Context: an optimization exercise on an open-source flow, tuned for small area, a short achievable clock period and few clock cycles per item. The choices shown serve that exercise and are no tape-out recipe. In this exercise RTL edits were held to simulation tests only and were not proved equivalent to the original.

==> flow/design.v (outline; a module is shown in full before it is edited, if it fits) <==
// module des_ip: 6 lines
// module des_fp: 6 lines
// module des_pc1: 6 lines
// module des_subkey1: 6 lines
// module des_subkey2: 6 lines
// module des_subkey3: 6 lines
// module des_subkey4: 6 lines
// module des_subkey5: 6 lines
// module des_subkey6: 6 lines
// module des_subkey7: 6 lines
// module des_subkey8: 6 lines
// module des_subkey9: 6 lines
// module des_subkey10: 6 lines
// module des_subkey11: 6 lines
// module des_subkey12: 6 lines
// module des_subkey13: 6 lines
// module des_subkey14: 6 lines
// module des_subkey15: 6 lines
// module des_subkey16: 6 lines
// module des_sbk1: 79 lines
// module des_sbk2: 79 lines
// module des_sbk3: 79 lines
// module des_sbk4: 79 lines
// module des_sbk5: 79 lines
// module des_sbk6: 79 lines
// module des_sbk7: 79 lines
// module des_sbk8: 79 lines
// module des_round: 15 lines
// module des_rounds_1_4: 22 lines
// module des_rounds_5_8: 22 lines
// module des_rounds_9_12: 22 lines
// module des_rounds_13_16: 22 lines
// module des_enc: 51 lines
module des_enc (
    input         clk,
    input         rst,
    input         in_valid,
    output        in_ready,
    input  [63:0] in_block,
    input  [63:0] in_key,
    output        out_valid,
    output [63:0] out_block
);
  // ...
==> flow/flow/run.sh <==
#!/bin/bash
# Own flow: the standard layout (standard.sh), with the S-box modules replaced by
# pre-mapped gate-level netlists during synthesis (see swap.tcl).
set -euo pipefail
W=$(pwd)
export SYNTH_CANONICALIZE_TCL=$W/flow/swap.tcl
BUFFER_PORTS_ARGS="-buffer_cell sky130_fd_sc_hd__buf_1" bash standard.sh SETUP_SLACK_MARGIN=38.75 finish > $W/standard.log 2>&1 || { tail -50 $W/standard.log; exit 1; }
for f in $W/orfs/logs/*/*/*/*.log; do cp "$f" $W/ 2>/dev/null || true; done
tail -5 $W/standard.log
==> flow/flow/swap.tcl <==
# Run by ORFS's synthesis canonicalize step (SYNTH_CANONICALIZE_TCL): replace the
# behavioural S-box modules with the gate-level ones in sbk_gates.v. Registers and
# everything else go through the standard synthesis unchanged.
foreach m {des_sbk1 des_sbk2 des_sbk3 des_sbk4 des_sbk5 des_sbk6 des_sbk7 des_sbk8} {
  delete $m
}
read_verilog [file join [file dirname [info script]] sbk_gates.v]
hierarchy -check -top $::env(DESIGN_NAME)
==> flow/standard.sh <==
#!/bin/bash
# synth_recipe.tcl (not shown) runs the flow's synth.tcl, then flattens the netlist and writes it again
# the make line also repeats each setting of config.mk as NAME=value (left out here)
make -C /OpenROAD-flow-scripts/flow DESIGN_CONFIG=/design/flow/config.mk WORK_HOME=/design/flow/orfs CLKGATE_MAP_FILE= SYNTH_SCRIPT=/design/flow/synth_recipe.tcl "${@:-finish}"
==> flow/config.mk <==
export PLATFORM = sky130hd
export DESIGN_NAME = des_enc
export DESIGN_NICKNAME = des_enc
export VERILOG_FILES = /design/flow/design.v
export SDC_FILE = /design/flow/constraint.sdc
export NUM_CORES = 8
export LEC_CHECK = 0
export CAP_MARGIN = 20
export CORE_MARGIN = 2
export CORE_UTILIZATION = 40
export CTS_CLUSTER_DIAMETER = 100
export CTS_CLUSTER_SIZE = 30
export PLACE_DENSITY = 0.75
export SLEW_MARGIN = 20
==> flow/constraint.sdc <==
create_clock -name core_clock -period 50.0 [get_ports {clk}]
set_input_delay 10.0000 -clock core_clock [delete_from_list [all_inputs] [get_ports {clk}]]
set_output_delay 10.0000 -clock core_clock [all_outputs]
set_load 0.01 [all_outputs]
Not shown: flow/flow/sbk_gates.v
==> out/results.ini, run 1 <==
[worst_setup_path]
critPathSlowestCell = dfxtp_1
slowest_delay_ps = 360
startpoint = out_q[33]$_DFF_P_
critPathMaxFanout = 1
cp.required_ps = 40000
cp.arrival_ps = 1140
crit_chain = buf_1
cp-start-kind = flip-flop

[clocking]
cts_tree = done
clk_pin_slew_ps = 100
root_buffer = clkbuf_16

[final_layout]
nNonClkBuffers = 219
final_util_pct = 44.7
fill_cells = 13467
drive_gt1_share_pct = 3.19
inverters_excl_clock = 208

[synthesis]
yosys_warnings = 5
syn_nets = 8127
ys.flop_type = dfxtp_1
synth_commonest_cells = nand2_1, nor2_1, xor2_1
muxShareOfSynthArea_pct = 0

[placed_design]
placed_cells = 9993

[die]
row_count = 135
die_w_um = 374

[global_routing]
antenna_found_initial = 3
grt_first_pass_wirelength_um = 323000
grt_util_met3_pct = 3.78

[route]
routedWlPerCell_um = 22.1

[outcome]
status = finished clean

Testbench counts, summed over its fixed seeds: cycles 2,088, items 2,048.
==> run 2, diff against run 1 <==
==> flow/flow/sbk_gates.v (replaced) <==
module des_sbk1 (r, k, l, o);
input [5:0] r;
input [5:0] k;
input [3:0] l;
output [3:0] o;
wire [5:0] x;
wire [3:0] y;
wire c0, c1, c2, c3, c5, c8, c10, c12, c14, c15, c16, c17, c18, c21, c22, c23, c25, c26, c31, c33, c34, c35, c37, c38, c40, c43, c44, c47, c48, c49, c50, c53, c55, c57, c58, c61, c63, c65, c67, c70, c71, c72, c73, c75, c76, c78, c81, c82, c85, c87, c88, c89, c90;
sky130_fd_sc_hd__xnor2_1 i0 (.A(r[0]), .B(k[0]), .Y(x[0]));
sky130_fd_sc_hd__xnor2_1 i1 (.A(r[1]), .B(k[1]), .Y(x[1]));
sky130_fd_sc_hd__xor2_1 i2 (.A(r[2]), .B(k[2]), .X(x[2]));
sky130_fd_sc_hd__xor2_1 i3 (.A(r[3]), .B(k[3]), .X(x[3]));
sky130_fd_sc_hd__xnor2_1 i4 (.A(r[4]), .B(k[4]), .Y(x[4]));
sky130_fd_sc_hd__xnor2_1 i5 (.A(r[5]), .B(k[5]), .Y(x[5]));
sky130_fd_sc_hd__nand2_1 g0 (.A(x[3]), .B(x[5]), .Y(c0));
sky130_fd_sc_hd__nor2_1 g1 (.A(x[0]), .B(x[2]), .Y(c1));
sky130_fd_sc_hd__nor2_1 g2 (.A(x[1]), .B(x[4]), .Y(c2));
sky130_fd_sc_hd__inv_1 g3 (.A(x[5]), .Y(c3));
sky130_fd_sc_hd__a21oi_1 g5 (.A1(x[2]), .A2(x[0]), .B1(c1), .Y(c5));
sky130_fd_sc_hd__xor2_1 g8 (.A(x[2]), .B(x[5]), .X(c8));
sky130_fd_sc_hd__nor2_1 g10 (.A(x[3]), .B(c8), .Y(c10));
sky130_fd_sc_hd__nand2_1 g12 (.A(c8), .B(x[3]), .Y(c12));
sky130_fd_sc_hd__nor2_1 g14 (.A(c12), .B(c1), .Y(c14));
sky130_fd_sc_hd__nor2_1 g15 (.A(c10), .B(c5), .Y(c15));
sky130_fd_sc_hd__nor2_1 g16 (.A(c10), .B(c14), .Y(c16));
sky130_fd_sc_hd__nor2_1 g17 (.A(c8), .B(c3), .Y(c17));
sky130_fd_sc_hd__nor2_1 g18 (.A(x[3]), .B(x[5]), .Y(c18));
sky130_fd_sc_hd__nor2_1 g21 (.A(x[0]), .B(c18), .Y(c21));
sky130_fd_sc_hd__nand2_1 g22 (.A(c21), .B(c0), .Y(c22));
sky130_fd_sc_hd__xnor2_1 g23 (.A(x[0]), .B(x[3]), .Y(c23));
sky130_fd_sc_hd__or3_1 g25 (.A(x[4]), .B(c23), .C(c8), .X(c25));
sky130_fd_sc_hd__nand2_1 g26 (.A(c12), .B(c25), .Y(c26));
sky130_fd_sc_hd__o22ai_1 g31 (.A1(c10), .A2(c22), .B1(c23), .B2(c8), .Y(c31));
sky130_fd_sc_hd__a21oi_1 g33 (.A1(c16), .A2(c5), .B1(c31), .Y(c33));
sky130_fd_sc_hd__nor2_1 g34 (.A(c31), .B(c14), .Y(c34));
sky130_fd_sc_hd__a22oi_1 g35 (.A1(c33), .A2(c34), .B1(c5), .B2(c14), .Y(c35));
sky130_fd_sc_hd__nor2_1 g37 (.A(x[1]), .B(c2), .Y(c37));
sky130_fd_sc_hd__nor2_1 g38 (.A(c2), .B(x[4]), .Y(c38));
sky130_fd_sc_hd__nand2_1 g40 (.A(c17), .B(x[0]), .Y(c40));
sky130_fd_sc_hd__nor2_1 g43 (.A(c18), .B(c1), .Y(c43));
sky130_fd_sc_hd__nand2_1 g44 (.A(c40), .B(c22), .Y(c44));
sky130_fd_sc_hd__a222oi_1 g47 (.A1(c35), .A2(c2), .B1(c37), .B2(c34), .C1(c38), .C2(c44), .Y(c47));
sky130_fd_sc_hd__nor3_1 g48 (.A(c38), .B(c37), .C(c2), .Y(c48));
sky130_fd_sc_hd__o22ai_1 g49 (.A1(c8), .A2(x[0]), .B1(c18), .B2(c21), .Y(c49));
sky130_fd_sc_hd__nor2_1 g50 (.A(c43), .B(c23), .Y(c50));
sky130_fd_sc_hd__a21oi_1 g53 (.A1(c22), .A2(x[2]), .B1(c50), .Y(c53));
sky130_fd_sc_hd__a21oi_1 g55 (.A1(c3), .A2(c53), .B1(c17), .Y(c55));
sky130_fd_sc_hd__nand2_1 g57 (.A(c55), .B(c48), .Y(c57));
sky130_fd_sc_hd__and3_1 g58 (.A(c0), .B(c16), .C(c23), .X(c58));
sky130_fd_sc_hd__o21ai_0 g61 (.A1(c58), .A2(c31), .B1(c48), .Y(c61));
sky130_fd_sc_hd__inv_1 g63 (.A(c53), .Y(c63));
sky130_fd_sc_hd__nor2_1 g65 (.A(c26), .B(c58), .Y(c65));
sky130_fd_sc_hd__nand2_1 g67 (.A(c47), .B(c57), .Y(c67));
sky130_fd_sc_hd__a222oi_1 g70 (.A1(c2), .A2(c26), .B1(c65), .B2(c37), .C1(c38), .C2(c33), .Y(c70));
sky130_fd_sc_hd__nand2_1 g71 (.A(c61), .B(c70), .Y(c71));
sky130_fd_sc_hd__nand2_1 g72 (.A(c40), .B(c49), .Y(c72));
sky130_fd_sc_hd__clkinv_1 g73 (.A(c72), .Y(c73));
sky130_fd_sc_hd__a222oi_1 g75 (.A1(c2), .A2(c73), .B1(c37), .B2(c63), .C1(c38), .C2(c16), .Y(c75));
sky130_fd_sc_hd__a21o_1 g76 (.A1(c72), .A2(c23), .B1(c14), .X(c76));
sky130_fd_sc_hd__o22ai_1 g78 (.A1(c3), .A2(c76), .B1(c33), .B2(c1), .Y(c78));
sky130_fd_sc_hd__nand2_1 g81 (.A(c76), .B(c48), .Y(c81));
sky130_fd_sc_hd__a21oi_1 g82 (.A1(c23), .A2(c21), .B1(c50), .Y(c82));
sky130_fd_sc_hd__a222oi_1 g85 (.A1(c2), .A2(c15), .B1(c78), .B2(c37), .C1(c38), .C2(c82), .Y(c85));
sky130_fd_sc_hd__o21ai_0 g87 (.A1(c34), .A2(c57), .B1(c22), .Y(c87));
sky130_fd_sc_hd__nand2_1 g88 (.A(c75), .B(c81), .Y(c88));
sky130_fd_sc_hd__nand2_1 g89 (.A(c87), .B(c48), .Y(c89));
sky130_fd_sc_hd__nand2_1 g90 (.A(c89), .B(c85), .Y(c90));
assign y[0] = c67;
assign y[1] = c71;
assign y[2] = c88;
assign y[3] = c90;
sky130_fd_sc_hd__xnor2_1 o0 (.A(l[0]), .B(y[0]), .Y(o[0]));
sky130_fd_sc_hd__xnor2_1 o1 (.A(l[1]), .B(y[1]), .Y(o[1]));
sky130_fd_sc_hd__xnor2_1 o2 (.A(l[2]), .B(y[2]), .Y(o[2]));
sky130_fd_sc_hd__xnor2_1 o3 (.A(l[3]), .B(y[3]), .Y(o[3]));
endmodule

module des_sbk2 (r, k, l, o);
input [5:0] r;
input [5:0] k;
input [3:0] l;
output [3:0] o;
wire [5:0] x;
wire [3:0] y;
wire c0, c1, c2, c3, c5, c8, c10, c12, c14, c15, c16, c17, c18, c21, c22, c23, c26, c31, c33, c34, c35, c37, c38, c43, c44, c47, c48, c49, c51, c52, c53, c54, c55, c57, c61, c63, c65, c66, c67, c70, c71, c73, c76, c78, c79, c80, c84, c86, c87, c89;
sky130_fd_sc_hd__xnor2_1 i0 (.A(r[0]), .B(k[0]), .Y(x[0]));
sky130_fd_sc_hd__xnor2_1 i1 (.A(r[1]), .B(k[1]), .Y(x[1]));
sky130_fd_sc_hd__xnor2_1 i2 (.A(r[2]), .B(k[2]), .Y(x[2]));
sky130_fd_sc_hd__xnor2_1 i3 (.A(r[3]), .B(k[3]), .Y(x[3]));
sky130_fd_sc_hd__xor2_1 i4 (.A(r[4]), .B(k[4]), .X(x[4]));
sky130_fd_sc_hd__xor2_1 i5 (.A(r[5]), .B(k[5]), .X(x[5]));
sky130_fd_sc_hd__inv_1 g0 (.A(x[5]), .Y(c0));
sky130_fd_sc_hd__nor2_1 g1 (.A(x[4]), .B(x[0]), .Y(c1));
sky130_fd_sc_hd__and2_0 g2 (.A(x[0]), .B(x[4]), .X(c2));
sky130_fd_sc_hd__or2_0 g3 (.A(c1), .B(c2), .X(c3));
sky130_fd_sc_hd__inv_1 g5 (.A(c3), .Y(c5));
sky130_fd_sc_hd__nor2_1 g8 (.A(x[3]), .B(c3), .Y(c8));
sky130_fd_sc_hd__a21oi_1 g10 (.A1(x[3]), .A2(c1), .B1(c8), .Y(c10));
sky130_fd_sc_hd__nand2b_1 g12 (.A_N(x[2]), .B(x[4]), .Y(c12));
sky130_fd_sc_hd__nand2_1 g14 (.A(x[1]), .B(c12), .Y(c14));
sky130_fd_sc_hd__o21ai_0 g15 (.A1(x[2]), .A2(x[1]), .B1(c14), .Y(c15));
sky130_fd_sc_hd__xor2_1 g16 (.A(c10), .B(c15), .X(c16));
sky130_fd_sc_hd__nand2_1 g17 (.A(c16), .B(x[1]), .Y(c17));
sky130_fd_sc_hd__nor2_1 g18 (.A(x[3]), .B(x[4]), .Y(c18));
sky130_fd_sc_hd__nand2_1 g21 (.A(x[3]), .B(c3), .Y(c21));
sky130_fd_sc_hd__nor2b_1 g22 (.A(x[4]), .B_N(x[2]), .Y(c22));
sky130_fd_sc_hd__a22oi_1 g23 (.A1(x[4]), .A2(c8), .B1(c22), .B2(c5), .Y(c23));
sky130_fd_sc_hd__nand2_1 g26 (.A(c23), .B(c21), .Y(c26));
sky130_fd_sc_hd__xnor2_1 g31 (.A(c26), .B(c17), .Y(c31));
sky130_fd_sc_hd__a31oi_1 g33 (.A1(x[2]), .A2(c1), .A3(x[1]), .B1(c31), .Y(c33));
sky130_fd_sc_hd__o21ai_0 g34 (.A1(x[4]), .A2(c22), .B1(x[3]), .Y(c34));
sky130_fd_sc_hd__o21ai_0 g35 (.A1(x[2]), .A2(c5), .B1(c23), .Y(c35));
sky130_fd_sc_hd__o21ai_0 g37 (.A1(c18), .A2(x[1]), .B1(c35), .Y(c37));
sky130_fd_sc_hd__o21ai_0 g38 (.A1(x[1]), .A2(c34), .B1(c37), .Y(c38));
sky130_fd_sc_hd__a22oi_1 g43 (.A1(c0), .A2(c33), .B1(c38), .B2(x[5]), .Y(c43));
sky130_fd_sc_hd__nand2_1 g44 (.A(x[1]), .B(x[0]), .Y(c44));
sky130_fd_sc_hd__nor2_1 g47 (.A(x[0]), .B(x[1]), .Y(c47));
sky130_fd_sc_hd__nand3b_1 g48 (.A_N(c47), .B(c44), .C(x[3]), .Y(c48));
sky130_fd_sc_hd__o21ai_0 g49 (.A1(c34), .A2(c15), .B1(c22), .Y(c49));
sky130_fd_sc_hd__o21ai_0 g51 (.A1(x[3]), .A2(c44), .B1(c48), .Y(c51));
sky130_fd_sc_hd__xnor2_1 g52 (.A(c51), .B(c12), .Y(c52));
sky130_fd_sc_hd__nor3_1 g53 (.A(c2), .B(x[2]), .C(x[1]), .Y(c53));
sky130_fd_sc_hd__nor2_1 g54 (.A(c22), .B(c14), .Y(c54));
sky130_fd_sc_hd__nor2_1 g55 (.A(c8), .B(c53), .Y(c55));
sky130_fd_sc_hd__nor2_1 g57 (.A(x[1]), .B(c3), .Y(c57));
sky130_fd_sc_hd__nor2_1 g61 (.A(x[2]), .B(c48), .Y(c61));
sky130_fd_sc_hd__and3_1 g63 (.A(c49), .B(c5), .C(c55), .X(c63));
sky130_fd_sc_hd__o21ai_0 g65 (.A1(c55), .A2(c57), .B1(c49), .Y(c65));
sky130_fd_sc_hd__a31oi_1 g66 (.A1(c14), .A2(c23), .A3(c52), .B1(c65), .Y(c66));
sky130_fd_sc_hd__nor3_1 g67 (.A(c54), .B(c57), .C(x[3]), .Y(c67));
sky130_fd_sc_hd__nor3_1 g70 (.A(c67), .B(c63), .C(c61), .Y(c70));
sky130_fd_sc_hd__a22oi_1 g71 (.A1(c66), .A2(c0), .B1(c70), .B2(x[5]), .Y(c71));
sky130_fd_sc_hd__o21ai_0 g73 (.A1(x[2]), .A2(c2), .B1(x[1]), .Y(c73));
sky130_fd_sc_hd__nand2_1 g76 (.A(c21), .B(c73), .Y(c76));
sky130_fd_sc_hd__a22o_1 g78 (.A1(c76), .A2(c21), .B1(c34), .B2(c53), .X(c78));
sky130_fd_sc_hd__a31oi_1 g79 (.A1(c0), .A2(c73), .A3(c76), .B1(c78), .Y(c79));
sky130_fd_sc_hd__nand2_1 g80 (.A(c12), .B(c73), .Y(c80));
sky130_fd_sc_hd__o31ai_1 g84 (.A1(c5), .A2(c80), .A3(c18), .B1(c79), .Y(c84));
sky130_fd_sc_hd__a22oi_1 g86 (.A1(c0), .A2(c79), .B1(x[5]), .B2(c84), .Y(c86));
sky130_fd_sc_hd__a21oi_1 g87 (.A1(c47), .A2(c22), .B1(c52), .Y(c87));
sky130_fd_sc_hd__a22oi_1 g89 (.A1(c0), .A2(c16), .B1(x[5]), .B2(c87), .Y(c89));
assign y[0] = c43;
assign y[1] = c71;
assign y[2] = c86;
assign y[3] = c89;
sky130_fd_sc_hd__xor2_1 o0 (.A(l[0]), .B(y[0]), .X(o[0]));
sky130_fd_sc_hd__xor2_1 o1 (.A(l[1]), .B(y[1]), .X(o[1]));
sky130_fd_sc_hd__xor2_1 o2 (.A(l[2]), .B(y[2]), .X(o[2]));
sky130_fd_sc_hd__xor2_1 o3 (.A(l[3]), .B(y[3]), .X(o[3]));
endmodule

module des_sbk3 (r, k, l, o);
input [5:0] r;
input [5:0] k;
input [3:0] l;
output [3:0] o;
wire [5:0] x;
wire [3:0] y;
wire c0, c1, c2, c3, c5, c8, c10, c12, c14, c16, c17, c18, c21, c22, c23, c26, c30, c31, c33, c34, c35, c37, c38, c44, c47, c48, c49, c51, c52, c53, c54, c55, c61, c65, c66, c67, c68, c71, c72, c76, c78, c79, c81, c82, c83, c84, c85, c87;
sky130_fd_sc_hd__xnor2_1 i0 (.A(r[0]), .B(k[0]), .Y(x[0]));
sky130_fd_sc_hd__xor2_1 i1 (.A(r[1]), .B(k[1]), .X(x[1]));
sky130_fd_sc_hd__xor2_1 i2 (.A(r[2]), .B(k[2]), .X(x[2]));
sky130_fd_sc_hd__xnor2_1 i3 (.A(r[3]), .B(k[3]), .Y(x[3]));
sky130_fd_sc_hd__xnor2_1 i4 (.A(r[4]), .B(k[4]), .Y(x[4]));
sky130_fd_sc_hd__xor2_1 i5 (.A(r[5]), .B(k[5]), .X(x[5]));
sky130_fd_sc_hd__nand2_1 g0 (.A(x[2]), .B(x[3]), .Y(c0));
sky130_fd_sc_hd__nor2_1 g1 (.A(x[5]), .B(x[4]), .Y(c1));
sky130_fd_sc_hd__xor2_1 g2 (.A(x[2]), .B(x[0]), .X(c2));
sky130_fd_sc_hd__xor2_1 g3 (.A(x[3]), .B(x[0]), .X(c3));
sky130_fd_sc_hd__nand2_1 g5 (.A(x[1]), .B(c3), .Y(c5));
sky130_fd_sc_hd__o21ai_0 g8 (.A1(c2), .A2(x[1]), .B1(c5), .Y(c8));
sky130_fd_sc_hd__nor2_1 g10 (.A(c8), .B(x[4]), .Y(c10));
sky130_fd_sc_hd__o21ai_0 g12 (.A1(x[3]), .A2(c5), .B1(x[1]), .Y(c12));
sky130_fd_sc_hd__nor2_1 g14 (.A(x[4]), .B(c1), .Y(c14));
sky130_fd_sc_hd__xnor2_1 g16 (.A(x[3]), .B(x[1]), .Y(c16));
sky130_fd_sc_hd__nor2_1 g17 (.A(x[1]), .B(c3), .Y(c17));
sky130_fd_sc_hd__nor2b_1 g18 (.A(c17), .B_N(c5), .Y(c18));
sky130_fd_sc_hd__nor2_1 g21 (.A(c18), .B(c2), .Y(c21));
sky130_fd_sc_hd__a21oi_1 g22 (.A1(c16), .A2(c2), .B1(c21), .Y(c22));
sky130_fd_sc_hd__nand2_1 g23 (.A(c5), .B(x[2]), .Y(c23));
sky130_fd_sc_hd__a21boi_0 g26 (.A1(c22), .A2(c8), .B1_N(c14), .Y(c26));
sky130_fd_sc_hd__nor2_1 g30 (.A(c1), .B(x[5]), .Y(c30));
sky130_fd_sc_hd__a222oi_1 g31 (.A1(c1), .A2(c10), .B1(c23), .B2(c26), .C1(c30), .C2(c8), .Y(c31));
sky130_fd_sc_hd__nor3_1 g33 (.A(c30), .B(c14), .C(c1), .Y(c33));
sky130_fd_sc_hd__nor2_1 g34 (.A(c0), .B(c12), .Y(c34));
sky130_fd_sc_hd__nand2_1 g35 (.A(c2), .B(c12), .Y(c35));
sky130_fd_sc_hd__xnor2_1 g37 (.A(c2), .B(c16), .Y(c37));
sky130_fd_sc_hd__nand2_1 g38 (.A(c33), .B(c22), .Y(c38));
sky130_fd_sc_hd__o21ai_0 g44 (.A1(c12), .A2(c2), .B1(c35), .Y(c44));
sky130_fd_sc_hd__nand2b_1 g47 (.A_N(x[3]), .B(c37), .Y(c47));
sky130_fd_sc_hd__a31oi_1 g48 (.A1(x[1]), .A2(c2), .A3(c23), .B1(c17), .Y(c48));
sky130_fd_sc_hd__o21ai_0 g49 (.A1(c17), .A2(c2), .B1(c47), .Y(c49));
sky130_fd_sc_hd__nor2_1 g51 (.A(c49), .B(c34), .Y(c51));
sky130_fd_sc_hd__nor2_1 g52 (.A(c21), .B(c51), .Y(c52));
sky130_fd_sc_hd__o21ai_0 g53 (.A1(x[1]), .A2(c23), .B1(c18), .Y(c53));
sky130_fd_sc_hd__nor2_1 g54 (.A(c35), .B(c23), .Y(c54));
sky130_fd_sc_hd__o22ai_1 g55 (.A1(c35), .A2(c47), .B1(c54), .B2(c37), .Y(c55));
sky130_fd_sc_hd__a222oi_1 g61 (.A1(c1), .A2(c52), .B1(c14), .B2(c53), .C1(c55), .C2(c30), .Y(c61));
sky130_fd_sc_hd__nor2_1 g65 (.A(c16), .B(x[1]), .Y(c65));
sky130_fd_sc_hd__nor2_1 g66 (.A(c34), .B(c65), .Y(c66));
sky130_fd_sc_hd__nand2_1 g67 (.A(c38), .B(c31), .Y(c67));
sky130_fd_sc_hd__clkinv_1 g68 (.A(c37), .Y(c68));
sky130_fd_sc_hd__nand3_1 g71 (.A(c66), .B(c47), .C(c33), .Y(c71));
sky130_fd_sc_hd__nand2_1 g72 (.A(c33), .B(c44), .Y(c72));
sky130_fd_sc_hd__nand2_1 g76 (.A(c47), .B(c22), .Y(c76));
sky130_fd_sc_hd__o21ai_0 g78 (.A1(c48), .A2(c65), .B1(c0), .Y(c78));
sky130_fd_sc_hd__a222oi_1 g79 (.A1(c78), .A2(c1), .B1(c48), .B2(c14), .C1(c30), .C2(c49), .Y(c79));
sky130_fd_sc_hd__nand2_1 g81 (.A(c33), .B(c51), .Y(c81));
sky130_fd_sc_hd__a21oi_1 g82 (.A1(c66), .A2(c23), .B1(c54), .Y(c82));
sky130_fd_sc_hd__a222oi_1 g83 (.A1(c1), .A2(c76), .B1(c14), .B2(c68), .C1(c82), .C2(c30), .Y(c83));
sky130_fd_sc_hd__nand2_1 g84 (.A(c81), .B(c79), .Y(c84));
sky130_fd_sc_hd__nand2_1 g85 (.A(c72), .B(c83), .Y(c85));
sky130_fd_sc_hd__nand2_1 g87 (.A(c71), .B(c61), .Y(c87));
assign y[0] = c67;
assign y[1] = c87;
assign y[2] = c84;
assign y[3] = c85;
sky130_fd_sc_hd__xor2_1 o0 (.A(l[0]), .B(y[0]), .X(o[0]));
sky130_fd_sc_hd__xor2_1 o1 (.A(l[1]), .B(y[1]), .X(o[1]));
sky130_fd_sc_hd__xor2_1 o2 (.A(l[2]), .B(y[2]), .X(o[2]));
sky130_fd_sc_hd__xor2_1 o3 (.A(l[3]), .B(y[3]), .X(o[3]));
endmodule

module des_sbk4 (r, k, l, o);
input [5:0] r;
input [5:0] k;
input [3:0] l;
output [3:0] o;
wire [5:0] x;
wire [3:0] y;
wire c0, c1, c2, c3, c7, c9, c11, c14, c16, c18, c21, c26, c31, c33, c35, c37, c38, c39, c41, c42, c43, c44, c48, c50, c51, c52, c53, c54, c55, c56, c60, c65, c70, c72, c73;
sky130_fd_sc_hd__xor2_1 i0 (.A(r[0]), .B(k[0]), .X(x[0]));
sky130_fd_sc_hd__xor2_1 i1 (.A(r[1]), .B(k[1]), .X(x[1]));
sky130_fd_sc_hd__xor2_1 i2 (.A(r[2]), .B(k[2]), .X(x[2]));
sky130_fd_sc_hd__xor2_1 i3 (.A(r[3]), .B(k[3]), .X(x[3]));
sky130_fd_sc_hd__xnor2_1 i4 (.A(r[4]), .B(k[4]), .Y(x[4]));
sky130_fd_sc_hd__xor2_1 i5 (.A(r[5]), .B(k[5]), .X(x[5]));
sky130_fd_sc_hd__clkinv_1 g0 (.A(x[0]), .Y(c0));
sky130_fd_sc_hd__xor2_1 g1 (.A(x[5]), .B(x[2]), .X(c1));
sky130_fd_sc_hd__xor2_1 g2 (.A(x[5]), .B(x[4]), .X(c2));
sky130_fd_sc_hd__nand2_1 g3 (.A(x[3]), .B(c2), .Y(c3));
sky130_fd_sc_hd__xnor2_1 g7 (.A(c1), .B(c3), .Y(c7));
sky130_fd_sc_hd__nor2_1 g9 (.A(x[4]), .B(x[2]), .Y(c9));
sky130_fd_sc_hd__inv_1 g11 (.A(x[5]), .Y(c11));
sky130_fd_sc_hd__o21ai_0 g14 (.A1(c11), .A2(x[3]), .B1(x[1]), .Y(c14));
sky130_fd_sc_hd__nor2_1 g16 (.A(c14), .B(c9), .Y(c16));
sky130_fd_sc_hd__a21oi_1 g18 (.A1(c11), .A2(x[3]), .B1(x[1]), .Y(c18));
sky130_fd_sc_hd__o21ai_0 g21 (.A1(c1), .A2(x[4]), .B1(c18), .Y(c21));
sky130_fd_sc_hd__a21boi_0 g26 (.A1(c18), .A2(c11), .B1_N(c3), .Y(c26));
sky130_fd_sc_hd__a22oi_1 g31 (.A1(c14), .A2(c9), .B1(c16), .B2(c3), .Y(c31));
sky130_fd_sc_hd__o21ai_0 g33 (.A1(x[1]), .A2(c7), .B1(c31), .Y(c33));
sky130_fd_sc_hd__nor2_1 g35 (.A(c2), .B(x[3]), .Y(c35));
sky130_fd_sc_hd__nor2_1 g37 (.A(c1), .B(c35), .Y(c37));
sky130_fd_sc_hd__nor2_1 g38 (.A(x[1]), .B(c35), .Y(c38));
sky130_fd_sc_hd__a21o_1 g39 (.A1(c31), .A2(c7), .B1(c37), .X(c39));
sky130_fd_sc_hd__o22ai_1 g41 (.A1(x[4]), .A2(c14), .B1(c38), .B2(c31), .Y(c41));
sky130_fd_sc_hd__nand2_1 g42 (.A(c33), .B(c0), .Y(c42));
sky130_fd_sc_hd__o21ai_0 g43 (.A1(c14), .A2(c37), .B1(c41), .Y(c43));
sky130_fd_sc_hd__nand2_1 g44 (.A(c35), .B(x[2]), .Y(c44));
sky130_fd_sc_hd__o211ai_1 g48 (.A1(c7), .A2(c2), .B1(c38), .C1(x[3]), .Y(c48));
sky130_fd_sc_hd__nand3_1 g50 (.A(c44), .B(c48), .C(c43), .Y(c50));
sky130_fd_sc_hd__o21ai_0 g51 (.A1(c0), .A2(c50), .B1(c42), .Y(c51));
sky130_fd_sc_hd__a22oi_1 g52 (.A1(c0), .A2(c50), .B1(c33), .B2(c42), .Y(c52));
sky130_fd_sc_hd__or3_1 g53 (.A(x[4]), .B(c18), .C(c9), .X(c53));
sky130_fd_sc_hd__o21ai_0 g54 (.A1(c21), .A2(c35), .B1(c53), .Y(c54));
sky130_fd_sc_hd__a21oi_1 g55 (.A1(c39), .A2(x[1]), .B1(c54), .Y(c55));
sky130_fd_sc_hd__a21oi_1 g56 (.A1(c53), .A2(x[2]), .B1(c26), .Y(c56));
sky130_fd_sc_hd__nor3_1 g60 (.A(c18), .B(x[3]), .C(c37), .Y(c60));
sky130_fd_sc_hd__a311oi_1 g65 (.A1(x[2]), .A2(c38), .A3(c26), .B1(c60), .C1(c56), .Y(c65));
sky130_fd_sc_hd__nand2_1 g70 (.A(c65), .B(c0), .Y(c70));
sky130_fd_sc_hd__a22oi_1 g72 (.A1(c55), .A2(c0), .B1(c65), .B2(c70), .Y(c72));
sky130_fd_sc_hd__o21ai_0 g73 (.A1(c0), .A2(c55), .B1(c70), .Y(c73));
assign y[0] = c51;
assign y[1] = c52;
assign y[2] = c72;
assign y[3] = c73;
sky130_fd_sc_hd__xor2_1 o0 (.A(l[0]), .B(y[0]), .X(o[0]));
sky130_fd_sc_hd__xor2_1 o1 (.A(l[1]), .B(y[1]), .X(o[1]));
sky130_fd_sc_hd__xor2_1 o2 (.A(l[2]), .B(y[2]), .X(o[2]));
sky130_fd_sc_hd__xor2_1 o3 (.A(l[3]), .B(y[3]), .X(o[3]));
endmodule

module des_sbk5 (r, k, l, o);
input [5:0] r;
input [5:0] k;
input [3:0] l;
output [3:0] o;
wire [5:0] x;
wire [3:0] y;
wire c1, c2, c5, c7, c10, c11, c15, c16, c18, c19, c21, c22, c24, c25, c26, c29, c30, c33, c35, c36, c37, c38, c40, c41, c42, c43, c44, c46, c50, c51, c53, c54, c56, c61, c63, c64, c65, c68, c69, c70, c71, c75, c76, c79, c80, c82, c86, c87, c90, c91, c92;
sky130_fd_sc_hd__xor2_1 i0 (.A(r[0]), .B(k[0]), .X(x[0]));
sky130_fd_sc_hd__xnor2_1 i1 (.A(r[1]), .B(k[1]), .Y(x[1]));
sky130_fd_sc_hd__xor2_1 i2 (.A(r[2]), .B(k[2]), .X(x[2]));
sky130_fd_sc_hd__xor2_1 i3 (.A(r[3]), .B(k[3]), .X(x[3]));
sky130_fd_sc_hd__xnor2_1 i4 (.A(r[4]), .B(k[4]), .Y(x[4]));
sky130_fd_sc_hd__xnor2_1 i5 (.A(r[5]), .B(k[5]), .Y(x[5]));
sky130_fd_sc_hd__or3_1 g1 (.A(x[0]), .B(x[1]), .C(x[0]), .X(c1));
sky130_fd_sc_hd__nor2_1 g2 (.A(x[4]), .B(x[2]), .Y(c2));
sky130_fd_sc_hd__inv_1 g5 (.A(x[3]), .Y(c5));
sky130_fd_sc_hd__nor2_1 g7 (.A(c5), .B(x[5]), .Y(c7));
sky130_fd_sc_hd__nor2_1 g10 (.A(x[5]), .B(x[1]), .Y(c10));
sky130_fd_sc_hd__o21ai_0 g11 (.A1(x[0]), .A2(x[3]), .B1(x[1]), .Y(c11));
sky130_fd_sc_hd__and2_0 g15 (.A(x[5]), .B(x[1]), .X(c15));
sky130_fd_sc_hd__nor2_1 g16 (.A(c15), .B(c10), .Y(c16));
sky130_fd_sc_hd__inv_1 g18 (.A(x[0]), .Y(c18));
sky130_fd_sc_hd__nand2_1 g19 (.A(c18), .B(c10), .Y(c19));
sky130_fd_sc_hd__nand3_1 g21 (.A(c16), .B(x[0]), .C(c5), .Y(c21));
sky130_fd_sc_hd__o211ai_1 g22 (.A1(c5), .A2(c16), .B1(c21), .C1(c19), .Y(c22));
sky130_fd_sc_hd__o22ai_1 g24 (.A1(c18), .A2(c5), .B1(x[3]), .B2(c10), .Y(c24));
sky130_fd_sc_hd__o22ai_1 g25 (.A1(c22), .A2(c11), .B1(c7), .B2(c24), .Y(c25));
sky130_fd_sc_hd__a22oi_1 g26 (.A1(c18), .A2(c5), .B1(x[3]), .B2(x[0]), .Y(c26));
sky130_fd_sc_hd__nor4_1 g29 (.A(x[0]), .B(c10), .C(c15), .D(x[3]), .Y(c29));
sky130_fd_sc_hd__a21oi_1 g30 (.A1(c15), .A2(c26), .B1(c29), .Y(c30));
sky130_fd_sc_hd__o21ai_0 g33 (.A1(c25), .A2(c5), .B1(c30), .Y(c33));
sky130_fd_sc_hd__nor2_1 g35 (.A(c33), .B(c10), .Y(c35));
sky130_fd_sc_hd__a21oi_1 g36 (.A1(c7), .A2(c1), .B1(c35), .Y(c36));
sky130_fd_sc_hd__nor2_1 g37 (.A(c2), .B(x[2]), .Y(c37));
sky130_fd_sc_hd__nand3_1 g38 (.A(x[0]), .B(c16), .C(x[3]), .Y(c38));
sky130_fd_sc_hd__nand3_1 g40 (.A(c38), .B(c30), .C(c19), .Y(c40));
sky130_fd_sc_hd__nand2_1 g41 (.A(x[3]), .B(c40), .Y(c41));
sky130_fd_sc_hd__nand2_1 g42 (.A(c41), .B(c21), .Y(c42));
sky130_fd_sc_hd__nor2_1 g43 (.A(c2), .B(x[4]), .Y(c43));
sky130_fd_sc_hd__and3_1 g44 (.A(x[1]), .B(x[0]), .C(x[3]), .X(c44));
sky130_fd_sc_hd__a21oi_1 g46 (.A1(x[1]), .A2(c16), .B1(c44), .Y(c46));
sky130_fd_sc_hd__a32o_1 g50 (.A1(c21), .A2(c46), .A3(c41), .B1(c44), .B2(c40), .X(c50));
sky130_fd_sc_hd__a222oi_1 g51 (.A1(c36), .A2(c2), .B1(c42), .B2(c37), .C1(c50), .C2(c43), .Y(c51));
sky130_fd_sc_hd__nand2_1 g53 (.A(x[1]), .B(c50), .Y(c53));
sky130_fd_sc_hd__nor2b_1 g54 (.A(c43), .B_N(x[2]), .Y(c54));
sky130_fd_sc_hd__o2111ai_1 g56 (.A1(c5), .A2(c1), .B1(c54), .C1(c53), .D1(c21), .Y(c56));
sky130_fd_sc_hd__nand2b_1 g61 (.A_N(x[5]), .B(c26), .Y(c61));
sky130_fd_sc_hd__nand2_1 g63 (.A(c46), .B(c61), .Y(c63));
sky130_fd_sc_hd__nand2_1 g64 (.A(c54), .B(c22), .Y(c64));
sky130_fd_sc_hd__a211oi_1 g65 (.A1(c63), .A2(c46), .B1(c29), .C1(c44), .Y(c65));
sky130_fd_sc_hd__o21a_1 g68 (.A1(c24), .A2(c42), .B1(c43), .X(c68));
sky130_fd_sc_hd__nand2_1 g69 (.A(c51), .B(c56), .Y(c69));
sky130_fd_sc_hd__a222oi_1 g70 (.A1(c63), .A2(c2), .B1(c65), .B2(c37), .C1(c68), .C2(c46), .Y(c70));
sky130_fd_sc_hd__nand2_1 g71 (.A(c54), .B(c25), .Y(c71));
sky130_fd_sc_hd__o21ai_0 g75 (.A1(c40), .A2(x[5]), .B1(c30), .Y(c75));
sky130_fd_sc_hd__a222oi_1 g76 (.A1(c75), .A2(c2), .B1(c33), .B2(c37), .C1(x[2]), .C2(c40), .Y(c76));
sky130_fd_sc_hd__nand2_1 g79 (.A(c70), .B(c71), .Y(c79));
sky130_fd_sc_hd__xnor2_1 g80 (.A(c76), .B(c54), .Y(c80));
sky130_fd_sc_hd__a21oi_1 g82 (.A1(c1), .A2(c18), .B1(c10), .Y(c82));
sky130_fd_sc_hd__o21ai_0 g86 (.A1(c82), .A2(c7), .B1(c38), .Y(c86));
sky130_fd_sc_hd__a21oi_1 g87 (.A1(c61), .A2(c86), .B1(c44), .Y(c87));
sky130_fd_sc_hd__o32a_1 g90 (.A1(c29), .A2(c26), .A3(c63), .B1(x[5]), .B2(c11), .X(c90));
sky130_fd_sc_hd__a222oi_1 g91 (.A1(c2), .A2(c86), .B1(c37), .B2(c87), .C1(c90), .C2(c43), .Y(c91));
sky130_fd_sc_hd__nand2_1 g92 (.A(c91), .B(c64), .Y(c92));
assign y[0] = c69;
assign y[1] = c79;
assign y[2] = c80;
assign y[3] = c92;
sky130_fd_sc_hd__xor2_1 o0 (.A(l[0]), .B(y[0]), .X(o[0]));
sky130_fd_sc_hd__xor2_1 o1 (.A(l[1]), .B(y[1]), .X(o[1]));
sky130_fd_sc_hd__xor2_1 o2 (.A(l[2]), .B(y[2]), .X(o[2]));
sky130_fd_sc_hd__xor2_1 o3 (.A(l[3]), .B(y[3]), .X(o[3]));
endmodule

module des_sbk6 (r, k, l, o);
input [5:0] r;
input [5:0] k;
input [3:0] l;
output [3:0] o;
wire [5:0] x;
wire [3:0] y;
wire c0, c1, c2, c3, c5, c8, c10, c12, c13, c14, c15, c16, c17, c18, c21, c22, c26, c27, c31, c33, c34, c37, c38, c44, c47, c48, c49, c51, c52, c53, c55, c58, c60, c61, c63, c65, c66, c67, c68, c71, c73, c75, c78, c80, c82, c83, c85, c86;
sky130_fd_sc_hd__xnor2_1 i0 (.A(r[0]), .B(k[0]), .Y(x[0]));
sky130_fd_sc_hd__xor2_1 i1 (.A(r[1]), .B(k[1]), .X(x[1]));
sky130_fd_sc_hd__xnor2_1 i2 (.A(r[2]), .B(k[2]), .Y(x[2]));
sky130_fd_sc_hd__xor2_1 i3 (.A(r[3]), .B(k[3]), .X(x[3]));
sky130_fd_sc_hd__xor2_1 i4 (.A(r[4]), .B(k[4]), .X(x[4]));
sky130_fd_sc_hd__xnor2_1 i5 (.A(r[5]), .B(k[5]), .Y(x[5]));
sky130_fd_sc_hd__nand3_1 g0 (.A(x[0]), .B(x[5]), .C(x[2]), .Y(c0));
sky130_fd_sc_hd__nand2_1 g1 (.A(x[0]), .B(x[1]), .Y(c1));
sky130_fd_sc_hd__nor2_1 g2 (.A(x[3]), .B(x[4]), .Y(c2));
sky130_fd_sc_hd__nor2_1 g3 (.A(x[2]), .B(x[0]), .Y(c3));
sky130_fd_sc_hd__nand2_1 g5 (.A(x[2]), .B(x[5]), .Y(c5));
sky130_fd_sc_hd__nor2_1 g8 (.A(c5), .B(x[1]), .Y(c8));
sky130_fd_sc_hd__nor2_1 g10 (.A(x[2]), .B(x[5]), .Y(c10));
sky130_fd_sc_hd__nand2b_1 g12 (.A_N(c10), .B(c5), .Y(c12));
sky130_fd_sc_hd__nor2_1 g13 (.A(c12), .B(x[0]), .Y(c13));
sky130_fd_sc_hd__o21ai_0 g14 (.A1(x[0]), .A2(x[1]), .B1(c1), .Y(c14));
sky130_fd_sc_hd__nor2b_1 g15 (.A(c13), .B_N(x[5]), .Y(c15));
sky130_fd_sc_hd__nand2_1 g16 (.A(c14), .B(x[5]), .Y(c16));
sky130_fd_sc_hd__o21a_1 g17 (.A1(c15), .A2(c14), .B1(c16), .X(c17));
sky130_fd_sc_hd__nor2b_1 g18 (.A(c12), .B_N(c17), .Y(c18));
sky130_fd_sc_hd__nor2_1 g21 (.A(c2), .B(x[3]), .Y(c21));
sky130_fd_sc_hd__xor2_1 g22 (.A(c12), .B(c14), .X(c22));
sky130_fd_sc_hd__o31ai_1 g26 (.A1(c12), .A2(x[1]), .A3(c15), .B1(c0), .Y(c26));
sky130_fd_sc_hd__nor2b_1 g27 (.A(c1), .B_N(c12), .Y(c27));
sky130_fd_sc_hd__nor2_1 g31 (.A(c22), .B(c10), .Y(c31));
sky130_fd_sc_hd__nor2_1 g33 (.A(x[4]), .B(c2), .Y(c33));
sky130_fd_sc_hd__xnor2_1 g34 (.A(c31), .B(x[0]), .Y(c34));
sky130_fd_sc_hd__a21oi_1 g37 (.A1(x[1]), .A2(c17), .B1(c22), .Y(c37));
sky130_fd_sc_hd__nor2_1 g38 (.A(c13), .B(c27), .Y(c38));
sky130_fd_sc_hd__o21ai_0 g44 (.A1(c31), .A2(c22), .B1(c38), .Y(c44));
sky130_fd_sc_hd__nor3_1 g47 (.A(c3), .B(c8), .C(c18), .Y(c47));
sky130_fd_sc_hd__a21oi_1 g48 (.A1(c44), .A2(c16), .B1(c8), .Y(c48));
sky130_fd_sc_hd__o21ai_0 g49 (.A1(c12), .A2(c38), .B1(c48), .Y(c49));
sky130_fd_sc_hd__a222oi_1 g51 (.A1(c47), .A2(c2), .B1(c34), .B2(c21), .C1(c49), .C2(c33), .Y(c51));
sky130_fd_sc_hd__nor2b_1 g52 (.A(c33), .B_N(x[3]), .Y(c52));
sky130_fd_sc_hd__nand2_1 g53 (.A(x[1]), .B(c10), .Y(c53));
sky130_fd_sc_hd__nand2_1 g55 (.A(c0), .B(c53), .Y(c55));
sky130_fd_sc_hd__nor2_1 g58 (.A(c55), .B(c18), .Y(c58));
sky130_fd_sc_hd__nand2_1 g60 (.A(c58), .B(c52), .Y(c60));
sky130_fd_sc_hd__nor2_1 g61 (.A(c55), .B(c26), .Y(c61));
sky130_fd_sc_hd__nand2_1 g63 (.A(c31), .B(c0), .Y(c63));
sky130_fd_sc_hd__o21ai_0 g65 (.A1(c61), .A2(x[5]), .B1(c63), .Y(c65));
sky130_fd_sc_hd__a21oi_1 g66 (.A1(c22), .A2(c53), .B1(c13), .Y(c66));
sky130_fd_sc_hd__a222oi_1 g67 (.A1(c61), .A2(c2), .B1(c21), .B2(c65), .C1(c33), .C2(c66), .Y(c67));
sky130_fd_sc_hd__o211ai_1 g68 (.A1(c47), .A2(c26), .B1(c52), .C1(c63), .Y(c68));
sky130_fd_sc_hd__nand2_1 g71 (.A(c67), .B(c68), .Y(c71));
sky130_fd_sc_hd__nand2_1 g73 (.A(c1), .B(c61), .Y(c73));
sky130_fd_sc_hd__a222oi_1 g75 (.A1(c37), .A2(c2), .B1(c21), .B2(c17), .C1(c73), .C2(c33), .Y(c75));
sky130_fd_sc_hd__nand2_1 g78 (.A(c48), .B(c52), .Y(c78));
sky130_fd_sc_hd__o22ai_1 g80 (.A1(c22), .A2(c3), .B1(c63), .B2(x[4]), .Y(c80));
sky130_fd_sc_hd__nand2_1 g82 (.A(c75), .B(c60), .Y(c82));
sky130_fd_sc_hd__nand2_1 g83 (.A(c78), .B(c51), .Y(c83));
sky130_fd_sc_hd__a222oi_1 g85 (.A1(c44), .A2(c2), .B1(c38), .B2(c21), .C1(x[3]), .C2(c80), .Y(c85));
sky130_fd_sc_hd__o21ai_0 g86 (.A1(c38), .A2(c68), .B1(c85), .Y(c86));
assign y[0] = c83;
assign y[1] = c71;
assign y[2] = c82;
assign y[3] = c86;
sky130_fd_sc_hd__xor2_1 o0 (.A(l[0]), .B(y[0]), .X(o[0]));
sky130_fd_sc_hd__xor2_1 o1 (.A(l[1]), .B(y[1]), .X(o[1]));
sky130_fd_sc_hd__xnor2_1 o2 (.A(l[2]), .B(y[2]), .Y(o[2]));
sky130_fd_sc_hd__xnor2_1 o3 (.A(l[3]), .B(y[3]), .Y(o[3]));
endmodule

module des_sbk7 (r, k, l, o);
input [5:0] r;
input [5:0] k;
input [3:0] l;
output [3:0] o;
wire [5:0] x;
wire [3:0] y;
wire c0, c2, c3, c4, c5, c6, c7, c10, c11, c12, c13, c17, c18, c19, c20, c26, c29, c30, c31, c32, c33, c34, c37, c39, c46, c47, c48, c50, c53, c54, c55, c57, c59, c60, c62, c63, c69, c70, c75, c77, c79, c80, c81, c82, c84, c85, c86, c87, c88;
sky130_fd_sc_hd__xor2_1 i0 (.A(r[0]), .B(k[0]), .X(x[0]));
sky130_fd_sc_hd__xnor2_1 i1 (.A(r[1]), .B(k[1]), .Y(x[1]));
sky130_fd_sc_hd__xor2_1 i2 (.A(r[2]), .B(k[2]), .X(x[2]));
sky130_fd_sc_hd__xnor2_1 i3 (.A(r[3]), .B(k[3]), .Y(x[3]));
sky130_fd_sc_hd__xor2_1 i4 (.A(r[4]), .B(k[4]), .X(x[4]));
sky130_fd_sc_hd__xnor2_1 i5 (.A(r[5]), .B(k[5]), .Y(x[5]));
sky130_fd_sc_hd__nand2_1 g0 (.A(x[5]), .B(x[3]), .Y(c0));
sky130_fd_sc_hd__nor2_1 g2 (.A(x[0]), .B(c0), .Y(c2));
sky130_fd_sc_hd__nor2_1 g3 (.A(x[2]), .B(x[4]), .Y(c3));
sky130_fd_sc_hd__xnor2_1 g4 (.A(x[0]), .B(x[1]), .Y(c4));
sky130_fd_sc_hd__nor2_1 g5 (.A(x[5]), .B(x[3]), .Y(c5));
sky130_fd_sc_hd__nand2_1 g6 (.A(x[1]), .B(x[5]), .Y(c6));
sky130_fd_sc_hd__nand2b_1 g7 (.A_N(c5), .B(c0), .Y(c7));
sky130_fd_sc_hd__nor2_1 g10 (.A(c7), .B(c4), .Y(c10));
sky130_fd_sc_hd__a21oi_1 g11 (.A1(c4), .A2(c7), .B1(c10), .Y(c11));
sky130_fd_sc_hd__clkinv_1 g12 (.A(c11), .Y(c12));
sky130_fd_sc_hd__nor2_1 g13 (.A(x[2]), .B(c3), .Y(c13));
sky130_fd_sc_hd__nor2_1 g17 (.A(c7), .B(x[5]), .Y(c17));
sky130_fd_sc_hd__nor2_1 g18 (.A(x[1]), .B(x[0]), .Y(c18));
sky130_fd_sc_hd__nand2_1 g19 (.A(c7), .B(c18), .Y(c19));
sky130_fd_sc_hd__nor2_1 g20 (.A(x[5]), .B(c18), .Y(c20));
sky130_fd_sc_hd__a21oi_1 g26 (.A1(x[5]), .A2(c4), .B1(c20), .Y(c26));
sky130_fd_sc_hd__a21o_1 g29 (.A1(x[0]), .A2(c17), .B1(c26), .X(c29));
sky130_fd_sc_hd__nor2_1 g30 (.A(c3), .B(x[4]), .Y(c30));
sky130_fd_sc_hd__nand2_1 g31 (.A(x[3]), .B(c4), .Y(c31));
sky130_fd_sc_hd__a22oi_1 g32 (.A1(c17), .A2(x[1]), .B1(c11), .B2(c31), .Y(c32));
sky130_fd_sc_hd__a21oi_1 g33 (.A1(c32), .A2(c31), .B1(c2), .Y(c33));
sky130_fd_sc_hd__a222oi_1 g34 (.A1(c12), .A2(c3), .B1(c29), .B2(c13), .C1(c30), .C2(c33), .Y(c34));
sky130_fd_sc_hd__nor3_1 g37 (.A(c13), .B(c3), .C(c30), .Y(c37));
sky130_fd_sc_hd__o21ai_0 g39 (.A1(c12), .A2(x[5]), .B1(c6), .Y(c39));
sky130_fd_sc_hd__nand2_1 g46 (.A(c7), .B(x[1]), .Y(c46));
sky130_fd_sc_hd__o31ai_1 g47 (.A1(c26), .A2(x[1]), .A3(c39), .B1(c46), .Y(c47));
sky130_fd_sc_hd__o21ai_0 g48 (.A1(c26), .A2(c6), .B1(c12), .Y(c48));
sky130_fd_sc_hd__nand2_1 g50 (.A(c37), .B(c47), .Y(c50));
sky130_fd_sc_hd__nor3_1 g53 (.A(c18), .B(x[0]), .C(x[3]), .Y(c53));
sky130_fd_sc_hd__a21oi_1 g54 (.A1(x[0]), .A2(c17), .B1(c53), .Y(c54));
sky130_fd_sc_hd__nand2_1 g55 (.A(c34), .B(c50), .Y(c55));
sky130_fd_sc_hd__nand2_1 g57 (.A(c48), .B(c37), .Y(c57));
sky130_fd_sc_hd__nand2_1 g59 (.A(c54), .B(c19), .Y(c59));
sky130_fd_sc_hd__a21oi_1 g60 (.A1(c54), .A2(c12), .B1(c7), .Y(c60));
sky130_fd_sc_hd__nand2_1 g62 (.A(c46), .B(c59), .Y(c62));
sky130_fd_sc_hd__a222oi_1 g63 (.A1(c3), .A2(c62), .B1(c13), .B2(c59), .C1(c60), .C2(c30), .Y(c63));
sky130_fd_sc_hd__a21oi_1 g69 (.A1(x[1]), .A2(c54), .B1(c10), .Y(c69));
sky130_fd_sc_hd__a222oi_1 g70 (.A1(c3), .A2(c39), .B1(c32), .B2(c13), .C1(c69), .C2(c30), .Y(c70));
sky130_fd_sc_hd__o22ai_1 g75 (.A1(c18), .A2(x[1]), .B1(c5), .B2(c11), .Y(c75));
sky130_fd_sc_hd__nand2_1 g77 (.A(c75), .B(c37), .Y(c77));
sky130_fd_sc_hd__a21oi_1 g79 (.A1(c75), .A2(c32), .B1(c53), .Y(c79));
sky130_fd_sc_hd__nor3_1 g80 (.A(c17), .B(c12), .C(c18), .Y(c80));
sky130_fd_sc_hd__nand2_1 g81 (.A(c77), .B(c70), .Y(c81));
sky130_fd_sc_hd__nand2_1 g82 (.A(c57), .B(c63), .Y(c82));
sky130_fd_sc_hd__a21o_1 g84 (.A1(c59), .A2(c31), .B1(c80), .X(c84));
sky130_fd_sc_hd__a222oi_1 g85 (.A1(c79), .A2(c3), .B1(c84), .B2(c13), .C1(c30), .C2(c80), .Y(c85));
sky130_fd_sc_hd__a21oi_1 g86 (.A1(c32), .A2(c17), .B1(c80), .Y(c86));
sky130_fd_sc_hd__nand2_1 g87 (.A(c37), .B(c86), .Y(c87));
sky130_fd_sc_hd__nand2_1 g88 (.A(c87), .B(c85), .Y(c88));
assign y[0] = c55;
assign y[1] = c82;
assign y[2] = c81;
assign y[3] = c88;
sky130_fd_sc_hd__xor2_1 o0 (.A(l[0]), .B(y[0]), .X(o[0]));
sky130_fd_sc_hd__xnor2_1 o1 (.A(l[1]), .B(y[1]), .Y(o[1]));
sky130_fd_sc_hd__xor2_1 o2 (.A(l[2]), .B(y[2]), .X(o[2]));
sky130_fd_sc_hd__xnor2_1 o3 (.A(l[3]), .B(y[3]), .Y(o[3]));
endmodule

module des_sbk8 (r, k, l, o);
input [5:0] r;
input [5:0] k;
input [3:0] l;
output [3:0] o;
wire [5:0] x;
wire [3:0] y;
wire c0, c2, c3, c5, c7, c8, c9, c14, c17, c18, c22, c23, c26, c29, c30, c31, c32, c34, c36, c37, c39, c40, c43, c44, c45, c47, c48, c50, c51, c52, c54, c56, c57, c60, c63, c66, c68, c70, c71, c72, c73, c75, c79, c80, c81, c84, c87, c88, c89;
sky130_fd_sc_hd__xor2_1 i0 (.A(r[0]), .B(k[0]), .X(x[0]));
sky130_fd_sc_hd__xor2_1 i1 (.A(r[1]), .B(k[1]), .X(x[1]));
sky130_fd_sc_hd__xor2_1 i2 (.A(r[2]), .B(k[2]), .X(x[2]));
sky130_fd_sc_hd__xor2_1 i3 (.A(r[3]), .B(k[3]), .X(x[3]));
sky130_fd_sc_hd__xnor2_1 i4 (.A(r[4]), .B(k[4]), .Y(x[4]));
sky130_fd_sc_hd__xor2_1 i5 (.A(r[5]), .B(k[5]), .X(x[5]));
sky130_fd_sc_hd__nor2_1 g0 (.A(x[0]), .B(x[5]), .Y(c0));
sky130_fd_sc_hd__nor2b_1 g2 (.A(x[1]), .B_N(x[3]), .Y(c2));
sky130_fd_sc_hd__nand2_1 g3 (.A(c2), .B(x[4]), .Y(c3));
sky130_fd_sc_hd__nor2_1 g5 (.A(x[2]), .B(x[4]), .Y(c5));
sky130_fd_sc_hd__nor2_1 g7 (.A(x[3]), .B(c5), .Y(c7));
sky130_fd_sc_hd__and2_0 g8 (.A(x[4]), .B(x[2]), .X(c8));
sky130_fd_sc_hd__nand2_1 g9 (.A(x[0]), .B(c3), .Y(c9));
sky130_fd_sc_hd__nor2_1 g14 (.A(c5), .B(c8), .Y(c14));
sky130_fd_sc_hd__nor2_1 g17 (.A(c2), .B(c14), .Y(c17));
sky130_fd_sc_hd__a21oi_1 g18 (.A1(c14), .A2(c2), .B1(c17), .Y(c18));
sky130_fd_sc_hd__and2_0 g22 (.A(x[3]), .B(c5), .X(c22));
sky130_fd_sc_hd__o21ai_0 g23 (.A1(c22), .A2(c7), .B1(x[1]), .Y(c23));
sky130_fd_sc_hd__o21ai_0 g26 (.A1(c18), .A2(x[1]), .B1(c23), .Y(c26));
sky130_fd_sc_hd__nor2_1 g29 (.A(x[5]), .B(c26), .Y(c29));
sky130_fd_sc_hd__nor2_1 g30 (.A(c0), .B(x[0]), .Y(c30));
sky130_fd_sc_hd__nor2_1 g31 (.A(x[4]), .B(x[3]), .Y(c31));
sky130_fd_sc_hd__or2_0 g32 (.A(c31), .B(x[1]), .X(c32));
sky130_fd_sc_hd__o21ai_0 g34 (.A1(c8), .A2(c32), .B1(c23), .Y(c34));
sky130_fd_sc_hd__nand2_1 g36 (.A(c18), .B(x[0]), .Y(c36));
sky130_fd_sc_hd__nand2_1 g37 (.A(x[1]), .B(c31), .Y(c37));
sky130_fd_sc_hd__nor2_1 g39 (.A(x[2]), .B(c31), .Y(c39));
sky130_fd_sc_hd__nor2_1 g40 (.A(c0), .B(x[5]), .Y(c40));
sky130_fd_sc_hd__nand2_1 g43 (.A(x[1]), .B(c39), .Y(c43));
sky130_fd_sc_hd__or3_1 g44 (.A(c30), .B(c29), .C(c34), .X(c44));
sky130_fd_sc_hd__a21oi_1 g45 (.A1(x[3]), .A2(x[4]), .B1(c32), .Y(c45));
sky130_fd_sc_hd__a31oi_1 g47 (.A1(c23), .A2(c18), .A3(x[4]), .B1(c45), .Y(c47));
sky130_fd_sc_hd__and2_0 g48 (.A(c37), .B(c47), .X(c48));
sky130_fd_sc_hd__a21oi_1 g50 (.A1(c43), .A2(c48), .B1(c22), .Y(c50));
sky130_fd_sc_hd__a222oi_1 g51 (.A1(c29), .A2(c0), .B1(c34), .B2(c30), .C1(c40), .C2(c50), .Y(c51));
sky130_fd_sc_hd__nor2_1 g52 (.A(c18), .B(c39), .Y(c52));
sky130_fd_sc_hd__nor2_1 g54 (.A(c9), .B(c40), .Y(c54));
sky130_fd_sc_hd__nor2_1 g56 (.A(c22), .B(c48), .Y(c56));
sky130_fd_sc_hd__nand2b_1 g57 (.A_N(c56), .B(c54), .Y(c57));
sky130_fd_sc_hd__a21oi_1 g60 (.A1(c17), .A2(x[1]), .B1(c45), .Y(c60));
sky130_fd_sc_hd__nor2b_1 g63 (.A(c7), .B_N(c14), .Y(c63));
sky130_fd_sc_hd__a21oi_1 g66 (.A1(c43), .A2(c26), .B1(c63), .Y(c66));
sky130_fd_sc_hd__nor2_1 g68 (.A(c45), .B(c52), .Y(c68));
sky130_fd_sc_hd__a222oi_1 g70 (.A1(c0), .A2(c60), .B1(c30), .B2(c66), .C1(c68), .C2(c40), .Y(c70));
sky130_fd_sc_hd__o21ai_0 g71 (.A1(c50), .A2(c66), .B1(c47), .Y(c71));
sky130_fd_sc_hd__nand2_1 g72 (.A(c71), .B(c54), .Y(c72));
sky130_fd_sc_hd__a21oi_1 g73 (.A1(c34), .A2(c43), .B1(c63), .Y(c73));
sky130_fd_sc_hd__nand2_1 g75 (.A(c57), .B(c51), .Y(c75));
sky130_fd_sc_hd__inv_1 g79 (.A(c73), .Y(c79));
sky130_fd_sc_hd__a222oi_1 g80 (.A1(c36), .A2(x[5]), .B1(c0), .B2(c79), .C1(c40), .C2(c73), .Y(c80));
sky130_fd_sc_hd__a22oi_1 g81 (.A1(c80), .A2(c80), .B1(c48), .B2(c30), .Y(c81));
sky130_fd_sc_hd__a21oi_1 g84 (.A1(c45), .A2(c14), .B1(c17), .Y(c84));
sky130_fd_sc_hd__a222oi_1 g87 (.A1(c56), .A2(c0), .B1(c30), .B2(c84), .C1(c26), .C2(c40), .Y(c87));
sky130_fd_sc_hd__nand2_1 g88 (.A(c70), .B(c72), .Y(c88));
sky130_fd_sc_hd__nand2_1 g89 (.A(c87), .B(c44), .Y(c89));
assign y[0] = c75;
assign y[1] = c88;
assign y[2] = c81;
assign y[3] = c89;
sky130_fd_sc_hd__xor2_1 o0 (.A(l[0]), .B(y[0]), .X(o[0]));
sky130_fd_sc_hd__xor2_1 o1 (.A(l[1]), .B(y[1]), .X(o[1]));
sky130_fd_sc_hd__xor2_1 o2 (.A(l[2]), .B(y[2]), .X(o[2]));
sky130_fd_sc_hd__xor2_1 o3 (.A(l[3]), .B(y[3]), .X(o[3]));
endmodule

==> out/results.ini, run 2 <==
[global_routing]
antenna_found_initial = 1  ; -2
grt_pass1_vias = 56103
grt_use_total_pct = 30.4
grt_max_degree = 31
gr-total-overflow = 0
grt_first_pass_wirelength_um = 330000  ; +2.3%

[clocking]
cts_max_level = 1
clk_pin_slew_ps = 110  ; about the same
clock_path_buffers = 3
cts_made_buffers = 31
ctsHoldBuffers = 0
root_buffer = clkbuf_16
insertion_delay_ps = 720
cts_sinks = 549
cts_tree = done

[sta]
skew_ps = 32.9
max-slew-margin-rel_pct = 13.9
fin_setup_tns_ps = 0
setup_violations = 0
rsz0062_at_grt = yes
slew_viol_final = 0
fmax_ghz = 0.0892
finalCritPeriodShare_pct = 22.4
fin_crit_ps = 11210
final_hold_viol_count = 0
tightestPinTransition_ps = 1280

[worst_setup_path]
end_kind = output pin
cp_top_family = flip-flops
r2r_cells = 40
critPathMaxFanout = 1  ; unchanged
critPathSlowestCell = dfxtp_1
crit_chain = buf_1
reg2reg_slack_ps = 39160
r2r_start = cd0_q[19]$_DFF_P_
cp.required_ps = 40000  ; about the same
critPathKind = flip-flop to output pin
cp.arrival_ps = 1210  ; +70 ps
cp-start-kind = flip-flop
path_buf_inv = 1
reg2reg_to = lr1_q[14]$_DFF_P_
slowest_delay_ps = 350  ; about the same

[outcome]
status = finished clean

[route]
ant_nets = 0
wl_met1_um = 79100
drt-vias-per-instance = 6.27
drt-initial-drc-count = 9990
routedWlPerCell_um = 22.5  ; +1.8%
drc = 0
drtPass1Iterations = 14
totalWireLength_um = 226000
wl_met2_um = 100000
dr_wl_met3_um = 19200
via_count = 62805
top_layer = met5

[synthesis]
ys_types = 36
synth.avg_cell_area_um2 = 6.86
syn_nets = 8095  ; -0.39%
syn-instance-count = 7964
synth_top_area_cell = dfxtp_1
async_flop_share_pct = 0
synth.ff_latch_count = 549
synthesis.area_um2 = 54600
synth_commonest_cells = nand2_1, nor2_1, xor2_1
yosys_warnings = 5  ; unchanged
seq_area_frac_synth_pct = 20.1
synthTopCellsByArea = dfxtp_1, xor2_1, xnor2_1
ys.flop_type = dfxtp_1
yosysMostFrequentCell = nand2_1
synth-edff-count = 0
yosysTopAreaCellShare_pct = 20.1

[final_layout]
final_util_pct = 44.5  ; -0.21 points
diodes = 0
fin_cells = 10020
most-common-layout-cells = nand2_1, nor2_1, xor2_1
syn2layout_area_growth_pct = 10.4
final_nets = 8348
fin_area_um2 = 60300
final_common_cell = nand2_1
drive_gt1_share_pct = 3.20  ; +0.017 points

[hold_path]
min-delay-start = cd2_q[0]$_DFF_P_
hold-path-cell-count = 0
hold_path_class = flip-flop to flip-flop
min_to = cd3_q[0]$_DFF_P_

[placed_design]
place_congestion = 1.08
place_area_um2 = 57700
port_buffers = 187
placed_cells = 9959  ; -0.34%
hpwl_um = 183000

[die]
die_w_um = 374  ; about the same
initial_utilization_pct = 40.3
io_pins = 197
core-area_um2 = 135000
die_height_um = 374
row_count = 135  ; unchanged
die-area_um2 = 140000

[job]
drv_cap = 0

==> run 2: cell types whose count changed after synthesis, sizes merged <==
cell and change:
nor3 -32, nand3 -16, or3 -16, a22oi -16, o211ai +16, o21ai +32
o31ai +16, inv -16, nand2 -16, nor2b +16
==> run 2: area by class of cell <==
| cell class | count | area, µm² |
|---|---|---|
| multi-input combinational | 7222 | 44200 |
| clock buffer | 32 | 779 |
| tap | 1781 | 2230 |
| timing repair buffer | 221 | 958 |
| inverter | 192 | 721 |
| fill | 13516 | 75200 |
| clock inverter | 23 | 412 |
| sequential | 549 | 11000 |
==> run 2: cell families (layout without fill, tap and decap cells) <==
kind of cell	after synthesis	count (layout)	share of synthesized area, %
XOR/XNOR	1536	1536	24.6
buffers and inverters	193	468	1.33
AND/OR/NAND/NOR	3381	3381	26.2
AO/OA/AOI/OAI	2304	2304	27.7
other	1	1	0.00687
flip-flops	549	549	20.1
==> run 2: repair_timing <==
item                       4_1_cts  5_1_grt
gates resized for setup          2      178
setup endpoints to repair        4      125
cloned                           0        0
pin swaps                        0        3
buffers inserted                 0        6
==> run 2: worst reg2reg max path, delay by kind of cell (launching register included) <==
kind | cells | cell delay [ps]
AO/OA/AOI/OAI | 13 | 3210
buffers and inverters | 1 | 230
XOR/XNOR | 11 | 4070
AND/OR/NAND/NOR | 15 | 2550
flip-flops | 1 | 700
==> run 2: stage by stage <==
stage	hold slack [ps]	setup WS [ps]
floorplan	373	39670
global placement	428	38630
detailed placement	424	38620
CTS	436	38700
global route	447	38720
finish	432	38790
==> run 2: layer usage <==
layer  track usage [%]  up-vias
met1              33.8    28558
met3              3.85      944
met4              30.1        2
met2              49.6     4218
met5                 0        -
li1                  -    29083
==> run 2: worst max path at each step <==
| stage | from | endpoint | slack (ps) | cells after the start |
|---|---|---|---|---|
| after detailed placement | cd1_q[15]$_DFF_P_ | lr2_q[2]$_DFF_P_ | 38620 | 38 |
| after floorplan | out_q[0]$_DFF_P_ | out_block[0] | 39670 | 0 |
| after global placement | cd2_q[11]$_DFF_P_ | lr3_q[1]$_DFF_P_ | 38630 | 38 |
| after CTS | cd1_q[15]$_DFF_P_ | lr2_q[2]$_DFF_P_ | 38700 | 38 |
| final | out_q[53]$_DFF_P_ | out_block[53] | 38790 | 1 |
| after global routing | cd0_q[31]$_DFF_P_ | lr1_q[5]$_DFF_P_ | 38720 | 40 |

[static timing again, ports no longer ideal]
No port has a modelled driver above. Below, the same layouts with a new extraction and two added sets of constraints. Step 1: set_driving_cell puts a clkbuf_16 on clk and a buf_2 on each other input, an assumption about the parent block. Step 2, shift: input delay + t, output delay - t, t = (earliest + latest rising clock arrival at the registers) / 2. This alone moves slack from input paths to output paths. Slacks: ideal ports / drivers / drivers and shift; pairs: ideal ports / drivers.
| run | shift t [ns] | setup slack, ns | hold slack, ns |
|---|---|---|---|
| run 1 | 0.704 | 38.864 / 38.785 / 39.221 | 0.424 / 0.424 / 0.424 |
| run 2 | 0.785 | 38.788 / 38.707 / 39.160 | 0.432 / 0.432 / 0.432 |
After both steps setup and hold are still met in every run listed.
